From an optimization exercise on the open Yosys and OpenROAD flow, aimed at small area, a short achievable clock period and few clock cycles; shortcuts taken in it are not production practice.
Function was checked by simulation only, so behaviour that the tests miss may differ from the original.
No activity file was given, so power comes from the tool's default toggle rates.

==> flow/design.v, too long to show whole: its modules and the start of the top module <==
// module nn_image_top: 5580 lines
// module nn_fa: 4 lines
// module nn_bsel: 3 lines
// module nn_bseln: 3 lines
// module nn_gp: 4 lines
// module nn_g: 3 lines
// module nn_ha: 4 lines
module nn_image_top #(
 parameter int IMG_W = 8,
 parameter int IMG_H = 8
)(
 input logic clk,
 input logic rst,
 input logic in_valid,
 input logic signed [8:0] in_pixel,
 input logic signed [7:0] k00, k01, k02,
 input logic signed [7:0] k10, k11, k12,
 input logic signed [7:0] k20, k21, k22,
 input logic signed [7:0] bias,
 input logic signed [7:0] scale,
 input logic signed [7:0] offset,
 input logic signed [7:0] w0,
 input logic signed [7:0] w1,
 input logic signed [7:0] w2,
 output logic out_valid,
 output logic signed [21:0] conv_result,
 output logic signed [21:0] norm_result,
 output logic signed [39:0] acc0,
 output logic signed [39:0] acc1,
 output logic signed [39:0] acc2,
 output logic [2:0] out_x,
 output logic [2:0] out_y
);
  // ...
==> flow/flow/run.sh <==
#!/bin/bash
# Own layout flow: the standard ORFS flow (standard.sh), with these changes to how the
# layout is made, none to the design's constraints (clock period, I/O delays, loads):
#  1. synthesis maps logic with ORFS's ABC speed script minus its final buffer/upsize/dnsize
#     steps (the registers are exactly the standard synthesis's; only gate sizes differ);
#  2. the port buffers that ORFS inserts at global placement are buf_1 cells (timing repair
#     then sizes them up where needed);
#  3. repair_timing works on every path slower than about 3.5 ns (SETUP_SLACK_MARGIN),
#     not only on paths that miss the 12 ns clock.
# Each tool's output goes to a log file in this folder.
set -euo pipefail
W=$(pwd)
mkdir -p "$W/scripts_mod"
cp -r "$FLOW_HOME/scripts/." "$W/scripts_mod/"
sed -i -e '/^buffer -c$/d' -e '/^upsize -c$/d' -e '/^dnsize -c$/d' "$W/scripts_mod/abc_speed.script"
SCRIPTS_DIR="$W/scripts_mod" bash standard.sh synth > "$W/synth.log" 2>&1
SETUP_SLACK_MARGIN=8.5 BUFFER_PORTS_ARGS="-buffer_cell sky130_fd_sc_hd__buf_1" bash standard.sh > "$W/layout.log" 2>&1
test -f "$W/out/final.def"
==> flow/standard.sh <==
#!/bin/bash
# synth_recipe.tcl (not shown) runs the flow's synth.tcl, then flattens the netlist and writes it again
# the make line also repeats each setting of config.mk as NAME=value (left out here)
make -C /OpenROAD-flow-scripts/flow DESIGN_CONFIG=/design/flow/config.mk WORK_HOME=/design/flow/orfs CLKGATE_MAP_FILE= SYNTH_SCRIPT=/design/flow/synth_recipe.tcl "${@:-finish}"
==> flow/config.mk <==
export PLATFORM = sky130hd
export DESIGN_NAME = nn_image_top
export DESIGN_NICKNAME = nn_image_top
export VERILOG_FILES = /design/flow/design.v
export SDC_FILE = /design/flow/constraint.sdc
export NUM_CORES = 4
export LEC_CHECK = 0
export CAP_MARGIN = 20
export CORE_MARGIN = 2
export CORE_UTILIZATION = 62
export CTS_CLUSTER_DIAMETER = 120
export CTS_CLUSTER_SIZE = 25
export PLACE_DENSITY = 0.72
export SLEW_MARGIN = 20
export SYNTH_HIERARCHICAL = 1
==> flow/constraint.sdc <==
create_clock -name core_clock -period 12.0 [get_ports {clk}]
set_input_delay 2.4000 -clock core_clock [delete_from_list [all_inputs] [get_ports {clk}]]
set_output_delay 2.4000 -clock core_clock [all_outputs]
set_load 0.01 [all_outputs]
==> flow_summary.json, run 1 <==
{
  "status": "no timing/DRC/antenna violations",
  "largest_reg_flops": 162,
  "crit_required_ps": 9600,
  "synth_top_family_by_area": "adder cells",
  "tapCellCount": 1080,
  "multi_input_area_um2": 29900,
  "sh_seq_area_pct": 38.0,
  "routabilityCongestion": 0.964,
  "rows": 106,
  "reg_top3": "SR: 162 flops, conv_d: 84 flops, norm_d: 42 flops",
  "core_area_um2": 83300,
  "route.met2.wl_um": 62000,
  "vias": 32549,
  "nNonClkBuffers": 349,
  "hpwl_um": 93500,
  "dp_slack_ps": 8660,
  "largest_cell_class": "multi-input gates",
  "p_comb_share_pct": 56.6,
  "power.switching_w": 0.00674,
  "clk_latency_ps": 640,
  "cp.buffers_inverters": 1,
  "buf_share_pct": 3.88,
  "drcViolationCount": 0,
  "worst_slack_ps": 8480,
  "holdBufCountCts": 0,
  "post_cts_resized": 268,
  "initial_core_util_pct": 62.4,
  "routed_wl_um": 125000,
  "period_share_pct": 29.4,
  "diodes": 2,
  "synth-xor-area-share_pct": 14.7,
  "wl_met1_um": 49900,
  "grt_max_degree": 79,
  "inverters": 105,
  "drtPass1Iterations": 6,
  "comb_power_w": 0.00940,
  "hp-class": "register to register",
  "syn-num-nets": 4912,
  "p_clk_w": 0.00176,
  "register_area_um2": 21500,
  "async_flop_share_pct": 0,
  "synth_fa_ha_area_share_pct": 26.4,
  "synthesis.area_um2": 52000,
  "grt_pass1_vias": 32618
}
Testbench counts, summed over its fixed seeds: cycles 8,256.
==> run 2, diff against run 1 <==
--- a/flow/design.v
+++ b/flow/design.v
@@ -5550,23 +5550,37 @@
   norm_q <= norm_t[27] ? 21'd0 : norm_t[26:6];
   conv_d[0] <= conv_q;
   for (int i = 1; i < 4; i++) conv_d[i] <= conv_d[i-1];
   norm_d[0] <= norm_q;
   for (int i = 1; i < 2; i++) norm_d[i] <= norm_d[i-1];
  end
  logic [28:0] a0_q, a1_q, a2_q;
  logic a0_s, a1_s, a2_s, a0_e, a1_e, a2_e, a0_t, a1_t, a2_t;
+ logic ws2_0, ws2_1, ws2_2, ws3_0, ws3_1, ws3_2;
+ logic a0_u, a1_u, a2_u, a0_f, a1_f, a2_f, a0_v, a1_v, a2_v, a0_x, a1_x, a2_x;
  logic ov;
  logic [2:0] ox, oy;
  always_ff @(posedge clk) begin
   a0_q <= fc_sum0; a1_q <= fc_sum1; a2_q <= fc_sum2;
   a0_s <= (|norm_d[0]) & wb0_neg[3]; a1_s <= (|norm_d[0]) & wb1_neg[3]; a2_s <= (|norm_d[0]) & wb2_neg[3];
   a0_e <= (|norm_q) & wb0_neg[3]; a1_e <= (|norm_q) & wb1_neg[3]; a2_e <= (|norm_q) & wb2_neg[3];
   a0_t <= a0_e; a1_t <= a1_e; a2_t <= a2_e;
+  ws2_0 <= wb0_neg[3]; ws3_0 <= ws2_0;
+  a0_u <= (|norm_d[0]) & ws2_0;
+  a0_f <= (|norm_q) & ws2_0; a0_v <= a0_f;
+  a0_x <= (|norm_d[0]) & ws3_0;
+  ws2_1 <= wb1_neg[3]; ws3_1 <= ws2_1;
+  a1_u <= (|norm_d[0]) & ws2_1;
+  a1_f <= (|norm_q) & ws2_1; a1_v <= a1_f;
+  a1_x <= (|norm_d[0]) & ws3_1;
+  ws2_2 <= wb2_neg[3]; ws3_2 <= ws2_2;
+  a2_u <= (|norm_d[0]) & ws2_2;
+  a2_f <= (|norm_q) & ws2_2; a2_v <= a2_f;
+  a2_x <= (|norm_d[0]) & ws3_2;
   ov <= vp[5] & ~rst_q & ~rst;
  end
  always_ff @(posedge clk) begin
   if (rst_q) begin
    ox <= '0; oy <= '0;
   end else if (ov) begin
    if (ox == 3'd5) begin
     ox <= '0;
@@ -5574,19 +5588,19 @@
    end else ox <= ox + 3'd1;
   end
  end
  assign out_valid = ov;
  assign out_x = ox;
  assign out_y = oy;
  assign conv_result = {conv_d[3][20], conv_d[3]};
  assign norm_result = {1'b0, norm_d[1]};
- assign acc0 = {{4{a0_t}}, {4{a0_s}}, {3{a0_q[28]}}, a0_q};
- assign acc1 = {{4{a1_t}}, {4{a1_s}}, {3{a1_q[28]}}, a1_q};
- assign acc2 = {{4{a2_t}}, {4{a2_s}}, {3{a2_q[28]}}, a2_q};
+ assign acc0 = {{2{a0_x}}, {2{a0_v}}, {2{a0_u}}, {2{a0_t}}, {2{a0_s}}, a0_q[28], a0_q};
+ assign acc1 = {{2{a1_x}}, {2{a1_v}}, {2{a1_u}}, {2{a1_t}}, {2{a1_s}}, a1_q[28], a1_q};
+ assign acc2 = {{2{a2_x}}, {2{a2_v}}, {2{a2_u}}, {2{a2_t}}, {2{a2_s}}, a2_q[28], a2_q};
 endmodule
 module nn_fa (input logic a, b, c, output logic s, co);
  assign s = a ^ b ^ c;
  assign co = (a & b) | (a & c) | (b & c);
 endmodule
 module nn_bsel (input logic one, two, neg, a, b, output logic e);
  assign e = ((one & a) | (two & b)) ^ neg;
 endmodule
==> flow/config.mk (replaced) <==
export PLATFORM = sky130hd
export DESIGN_NAME = nn_image_top
export DESIGN_NICKNAME = nn_image_top
export VERILOG_FILES = /design/flow/design.v
export SDC_FILE = /design/flow/constraint.sdc
export NUM_CORES = 4
export LEC_CHECK = 0
export CAP_MARGIN = 20
export CORE_MARGIN = 2
export CORE_UTILIZATION = 62
export CTS_CLUSTER_DIAMETER = 100
export CTS_CLUSTER_SIZE = 20
export PLACE_DENSITY = 0.72
export SLEW_MARGIN = 20
export SYNTH_HIERARCHICAL = 1
==> flow_summary.json, run 2 <==
{
  "antenna_found_initial": 2,
  "top_layer_used": "met4",
  "synthDistinctLibCells": 30,
  "hp-class": "register to register",
  "ys_top_cells_by_area": "dfxtp_1 (32%), fa_1 (21%), xnor2_1 (12%), a22oi_1 (9.3%), edfxtp_1 (9.3%)",
  "via_per_inst": 5.89,
  "largest_reg_flops": 162,
  "num-nets-final": 5308,
  "power.switching_w": 0.00677,
  "num_io_pins": 303,
  "dpl_cell_area_um2": 55000,
  "clk_latency_ps": 660,
  "crit_required_ps": 9600,
  "die_h_um": 295,
  "hpwl_um": 94300,
  "period_share_pct": 29.5,
  "seq_area_frac_synth_pct": 41.5,
  "layout.cells.non_filler": 5558,
  "worstPathArrival_ps": 1140,
  "dr.first_iter.drc_count": 3102,
  "switching_share_pct": 40.2,
  "overflow": 0,
  "crit_path_max_incr_delay_ps": 370,
  "r2r_cells": 6,
  "grt_pass1_wl_um": 198000,
  "cp.buffers_inverters": 1,
  "grt_pass1_vias": 33530,
  "ys.flop_type": "dfxtp_1",
  "cts_made_buffers": 56,
  "area_growth_pct": 9.92,
  "clock.fmax_ghz": 0.282,
  "netlist_top_cells_count": "dfxtp_1 (844), xnor2_1 (696), a22oi_1 (648)",
  "crit_end": "acc2[28]",
  "maxCapViolCount": 0,
  "clk_pin_slew_ps": 80,
  "status": "no timing/DRC/antenna violations",
  "wl_met3_um": 7220,
  "vdd_drop_max_uv": 156,
  "final_cell_area_um2": 57600,
  "wl_met1_um": 51800,
  "rows": 106,
  "cp_cell_sequence": "buf_6",
  "slowest_stage": "dfxtp_4",
  "worstReg2RegEnd": "ca0_1020$_DFF_P_",
  "finalSetupViolations": 0,
  "whs_ps": 314,
  "cts.sinks": 1006,
  "drcViolationCount": 0,
  "worst-slew-pin-transition_ps": 1090,
  "ys_seq_elements": 1006,
  "crit_start": "a2_q[28]$_DFF_P_",
  "die-width_um": 295,
  "relSlewSlack_pct": 27.3,
  "critPathTopFamily": "flip-flops",
  "wl_per_cell_um": 23.1,
  "synth_edf_count": 162,
  "initial_core_util_pct": 62.6,
  "cts_tree": "yes",
  "dp_cells": 5471,
  "routed_wl_um": 128000,
  "clock-skew-final_ps": 23.9,
  "regMostFlops": "SR",
  "p_int_w": 0.0101,
  "layout-drive-gt1-share_pct": 8.39,
  "holdBufCountCts": 0,
  "routabilityCongestion": 0.954,
  "p_comb_share_pct": 55.4,
  "synthesis.area_um2": 52400,
  "async_flop_share_pct": 0,
  "cts_buffer_depth": 3,
  "p_leak_nw": 22.7,
  "cp_max_fo": 2,
  "vias": 32735,
  "reg_top3": "SR: 162 flops, conv_d: 84 flops, norm_d: 42 flops",
  "setup_tns_ps": 0,
  "syn_area_per_cell_um2": 13.0,
  "syn-num-nets": 4939,
  "end_kind": "output pin",
  "synth_most_common_cell": "dfxtp_1",
  "postSynthCellCount": 4033,
  "clkPwrFrac_pct": 11.6,
  "hold_violations": 0,
  "slew_viol_final": 0,
  "yosys_warnings": 17,
  "cp.depth": 1,
  "mostFrequentLayoutCell": "dfxtp_1",
  "route.met2.wl_um": 63700,
  "numPortBuffers": 301,
  "yosysTopAreaCell": "dfxtp_1",
  "ff2ff_setup_slack_ps": 8600,
  "layout_common_cells": "dfxtp_1 (749), xnor2_1 (696), a22oi_1 (648)",
  "cts.htree.levels": 2,
  "utilization_pct": 68.8,
  "critPathLaunchType": "register",
  "yosys.area.top_type_share_pct": 32.2,
  "r2r_start": "SR[9][1]$_DFFE_PP_",
  "drtPass1Iterations": 7,
  "p_seq_share_pct": 33.0,
  "rsz0062_at_grt": "true",
  "cts_root_buf": "clkbuf_16",
  "dieArea_um2": 86900,
  "grt_max_degree": 82,
  "crit_type": "register to output pin",
  "gr-usage-all-layers_pct": 29.9,
  "power_density_nw_per_um2": 293,
  "core_area_um2": 83700,
  "period_minus_slack_ps": 3540,
  "detail-route-antenna-nets": 0
}
## run 2: cell types whose count changed in the layout (fill, tap and decap cells not counted), sizes merged
cell    delta
dfxtp     +18
clkbuf    +14
inv        -1
clkinv     +1
a21boi     +9
diode      +1
buf        -3
## run 2: final cells by class
type                       instances  area (um^2)
multi-input combinational       2887        30000
fill                            6115        26100
sequential                      1006        21900
timing repair buffer             346         2360
clock buffer                      75         1520
tap                             1134         1420
inverter                         105          394
clock inverter                     2         32.5
antenna                            3         7.51
## run 2: routing by layer
layer	GRT usage [%]	up-vias
met4	11.6	0
met5	0	-
met2	51.1	1172
met3	3.18	211
met1	39.2	16543
li1	-	14809
## run 2: metrics by stage
| step | setup slack (ps) | total power [W] |
|---|---|---|
| floorplan | 9030 | 0.0118 |
| global placement | 8640 | 0.0145 |
| detailed placement | 8640 | 0.0148 |
| CTS | 8410 | 0.0169 |
| global route | 8420 | 0.0184 |
| finish | 8460 | 0.0169 |
## run 2: timing repair
| action | in CTS | in global routing |
|---|---|---|
| endpoints found under the setup margin | 170 | 169 |
| gates cloned | 0 | 0 |
| buffers inserted | 6 | 1 |
| pin swaps | 0 | 0 |
| gates resized for setup | 321 | 50 |
## run 2: modules after synthesis (local to each module, per instance)
module        cells inside  copies in the design
nn_g                     1                   117
nn_ha                    1                   208
nn_image_top          1685                     1
nn_fa                    1                   537
nn_gp                    2                    95
nn_bseln                 2                    40
nn_bsel                  2                   608
## run 2: worst min path at each step
stage	start	end	slack, ps	depth (start not counted)
6_report	a2_e$_DFF_P_	a2_t$_DFF_P_	310	0
2_1_floorplan	a0_e$_DFF_P_	a0_t$_DFF_P_	310	0
3_5_place_dp	conv_d[0][4]$_DFF_P_	conv_d[1][4]$_DFF_P_	310	0
5_1_grt	a2_e$_DFF_P_	a2_t$_DFF_P_	320	0
4_1_cts	conv_d[2][16]$_DFF_P_	conv_d[3][16]$_DFF_P_	300	0
3_3_place_gp	conv_d[1][0]$_DFF_P_	conv_d[2][0]$_DFF_P_	310	0
## run 2: cells by family after synthesis
kind of cell | count (synthesis) | share of synthesized area, %
xor+xnor | 875 | 14.6
mux | 3 | 0.0573
simple gates | 313 | 3.39
flops | 1006 | 41.5
other cells | 1 | 0.00715
compound gates | 921 | 12.9
buf+inv | 140 | 1.25
fa+ha+maj | 774 | 26.2
## run 2: power groups by stage
| stage | Sequential (W) | Combinational [W] | Clock [W] |
|---|---|---|---|
| after detailed placement | 0.00558 | 0.00917 | 0 |
| final | 0.00556 | 0.00934 | 0.00196 |
| after global placement | 0.00557 | 0.00893 | 0 |
| after global routing | 0.00566 | 0.0106 | 0.00212 |
| after CTS | 0.00554 | 0.00937 | 0.00201 |
| after floorplan | 0.00555 | 0.00624 | 0 |
Testbench counts of run 2, summed over its fixed seeds: cycles 8,256.
==> run 3, diff against run 2 <==
--- a/flow/config.mk
+++ b/flow/config.mk
@@ -8,8 +8,8 @@
 export CAP_MARGIN = 20
 export CORE_MARGIN = 2
 export CORE_UTILIZATION = 62
-export CTS_CLUSTER_DIAMETER = 100
-export CTS_CLUSTER_SIZE = 20
+export CTS_CLUSTER_DIAMETER = 120
+export CTS_CLUSTER_SIZE = 25
 export PLACE_DENSITY = 0.72
 export SLEW_MARGIN = 20
 export SYNTH_HIERARCHICAL = 1
==> flow_summary.json, run 3 <==
{
  "dp_cells": 5471,
  "grt_max_degree": 82,
  "rsz0062_at_grt": "true",
  "clk_pin_slew_ps": 100,
  "synth_most_common_cell": "dfxtp_1",
  "synth_compound_gate_area_share_pct": 12.9,
  "area_growth_pct": 9.45,
  "initial_core_util_pct": 62.6,
  "ys_top_cells_by_area": "dfxtp_1 (32%), fa_1 (21%), xnor2_1 (12%), a22oi_1 (9.3%), edfxtp_1 (9.3%)",
  "hold_violations": 0,
  "yosysTopAreaCell": "dfxtp_1",
  "r2r_start": "SR[9][1]$_DFFE_PP_",
  "cts.htree.levels": 2,
  "p_seq_share_pct": 33.3,
  "crit_required_ps": 9600,
  "wl_per_cell_um": 23.0,
  "num-nets-final": 5299,
  "p_comb_share_pct": 55.9,
  "dr.first_iter.drc_count": 3009,
  "worst-slew-pin-transition_ps": 1100,
  "r2r_cells": 6,
  "rows": 106,
  "ff2ff_setup_slack_ps": 8570,
  "clkPwrFrac_pct": 10.8,
  "hold_path_end": "conv_d[1][13]$_DFF_P_",
  "cp_max_fo": 1,
  "mostFrequentLayoutCell": "dfxtp_1",
  "crit_path_max_incr_delay_ps": 380,
  "critPathLaunchType": "register",
  "crit_type": "register to output pin",
  "async_flop_share_pct": 0,
  "status": "no timing/DRC/antenna violations",
  "die-width_um": 295,
  "hp-start": "conv_d[0][13]$_DFF_P_",
  "power_density_nw_per_um2": 290,
  "largest_reg_flops": 162,
  "layout_common_cells": "dfxtp_1 (748), xnor2_1 (696), a22oi_1 (648)",
  "slowest_stage": "dfxtp_2",
  "synth-xor-area-share_pct": 14.6,
  "reg_top3": "SR: 162 flops, conv_d: 84 flops, norm_d: 42 flops",
  "slew_viol_final": 0,
  "overflow": 0,
  "drtPass1Iterations": 6,
  "synth_fa_ha_area_share_pct": 26.2,
  "cp.buffers_inverters": 1,
  "seq_area_frac_synth_pct": 41.5,
  "routabilityCongestion": 0.954,
  "cp_cell_sequence": "buf_6",
  "numPortBuffers": 301,
  "via_per_inst": 5.90,
  "p_int_w": 0.00995,
  "hp-class": "register to register",
  "setup_tns_ps": 0,
  "grt_pass1_vias": 33373,
  "p_leak_nw": 22.6,
  "clock.fmax_ghz": 0.283,
  "cts_buffer_depth": 3,
  "synth_top_family_by_area": "adder cells",
  "period_share_pct": 29.4,
  "clock-skew-final_ps": 29.4,
  "finalSetupViolations": 0,
  "end_kind": "output pin",
  "layout-drive-gt1-share_pct": 8.23,
  "critPathTopFamily": "flip-flops",
  "hpwl_um": 94300,
  "synthDistinctLibCells": 30,
  "cts_root_buf": "clkbuf_16",
  "power.switching_w": 0.00672,
  "maxCapViolCount": 0,
  "cts_tree": "yes",
  "layout.cells.non_filler": 5548,
  "period_minus_slack_ps": 3530,
  "netlist_top_cells_count": "dfxtp_1 (844), xnor2_1 (696), a22oi_1 (648)",
  "yosys.area.top_type_share_pct": 32.2,
  "regMostFlops": "SR",
  "ys.flop_type": "dfxtp_1",
  "cts.sinks": 1006,
  "num_io_pins": 303,
  "gr-usage-all-layers_pct": 29.7,
  "worstPathArrival_ps": 1130,
  "synth_simple_gate_area_share_pct": 3.39,
  "vias": 32758,
  "relSlewSlack_pct": 26.4,
  "min_path_cells": 0,
  "synthesis.area_um2": 52400,
  "cts_made_buffers": 46,
  "grt_pass1_wl_um": 197000,
  "core_area_um2": 83700,
  "routed_wl_um": 127000,
  "clk_latency_ps": 650,
  "drcViolationCount": 0,
  "synth_mux_area_share_pct": 0.0573,
  "detail-route-antenna-nets": 0,
  "postSynthCellCount": 4033,
  "total_power_w": 0.0167,
  "n_fill_cell": 6151,
  "worstReg2RegEnd": "ca0_1020$_DFF_P_",
  "die_h_um": 295,
  "dieArea_um2": 86900,
  "ys_seq_elements": 1006,
  "synth_edf_count": 162,
  "syn-num-nets": 4939,
  "antenna_found_initial": 5,
  "syn_area_per_cell_um2": 13.0,
  "switching_share_pct": 40.3,
  "yosys_warnings": 17,
  "vdd_drop_max_uv": 186
}
==> run 3: kinds of logic after synthesis <==
group / after synthesis
simple gates: 313
xor+xnor: 875
flops: 1006
mux: 3
buf+inv: 140
compound gates: 921
fa+ha+maj: 774
other cells: 1
==> run 3: stage by stage <==
| stage | setup slack (ps) | hold WS, ps | util (%) | area (um^2) |
|---|---|---|---|---|
| 5_1_grt | 8440 | 324 | 68.5 | 57400 |
| 3_3_place_gp | 8640 | 310 | 65.7 | 55000 |
| 2_1_floorplan | 9030 | 310 | - | 52400 |
| 3_5_place_dp | 8640 | 312 | 65.7 | 55000 |
| 4_1_cts | 8440 | 325 | 68.3 | 57100 |
| 6_report | 8470 | 326 | 68.5 | 57400 |
==> run 3: worst max path at each step <==
stage	startpoint	endpoint	slack [ps]	depth (start not counted)
floorplan	SR[17][8]$_DFFE_PP_	ca0_1036$_DFF_P_	9030	6
global placement	SR[17][8]$_DFFE_PP_	ca0_1063$_DFF_P_	8640	6
detailed placement	kb1_neg[2]$_DFF_P_	ca0_1020$_DFF_P_	8640	5
CTS	a2_q[28]$_DFF_P_	acc2[28]	8440	1
global route	a2_q[28]$_DFF_P_	acc2[28]	8440	1
finish	a2_q[23]$_DFF_P_	acc2[23]	8470	1
==> run 3: Yosys stat by module, one instance, submodules excluded <==
| module | times used | cell area, um^2 |
|---|---|---|
| nn_bsel | 608 | 16.3 |
| nn_bseln | 40 | 16.3 |
| nn_fa | 537 | 20.0 |
| nn_g | 117 | 7.51 |
| nn_gp | 95 | 13.8 |
| nn_ha | 208 | 12.5 |
| nn_image_top | 1 | 26300 |
==> run 3: layer usage <==
layer  track usage [%]  routed length, um
met3              2.79               7180
met1              39.2              51100
met4              12.2               5930
met5                 0                 12
met2              50.5              63200
==> run 3: power groups by stage <==
stage / sequential, W / clock, W / combinational [W]
after floorplan: 0.00555 / 0 / 0.00624
after global placement: 0.00557 / 0 / 0.00893
after detailed placement: 0.00558 / 0 / 0.00917
after CTS: 0.00554 / 0.00185 / 0.00936
after global routing: 0.00566 / 0.00196 / 0.0106
final: 0.00555 / 0.00180 / 0.00932
==> run 3: what timing repair did <==
action                     4_1_cts  5_1_grt
hold buffers                     0        0
setup endpoints to repair      170      153
pin swaps                        0        0
buffers inserted                 6        2
resized for setup              317       55
==> run 3: final cells by class <==
cell class | instances | area (um^2) | area share, %
multi-input combinational | 2887 | 30000 | 52.3
inverter | 105 | 394 | 0.687
antenna | 5 | 12.5 | 0.0218
tap | 1134 | 1420 | 2.47
clock buffer | 62 | 1270 | 2.22
timing repair buffer | 347 | 2360 | 4.11
clock inverter | 2 | 22.5 | 0.0393
sequential | 1006 | 21900 | 38.2

==> afterwards: timing with drivers on the ports <==
How much do the figures lean on ideal ports? The routed layouts below were timed once more, with nothing changed but the port constraints.
Step 1 sets driving cells, clkbuf_16 on the clock port and buf_2 on the other inputs (assumed; they add their load-dependent delay and slew).
Step 2 times the ports against the registers' clock, not the clock port: input delays grow and output delays shrink by t, the midpoint of the rising clock arrivals with the driver on.
Slacks: ideal / step 1 / step 2; pairs: ideal / step 1.
run | shift t [ns] | slack for setup (ns) | slew at the worst register clock pin (ns)
run 1 | 0.695 | 8.477 / 8.407 / 8.631 | 0.11 / 0.11
run 2 | 0.708 | 8.459 / 8.395 / 8.596 | 0.10 / 0.10
run 3 | 0.700 | 8.470 / 8.406 / 8.570 | 0.11 / 0.11
After both steps setup and hold are still met in every run listed.
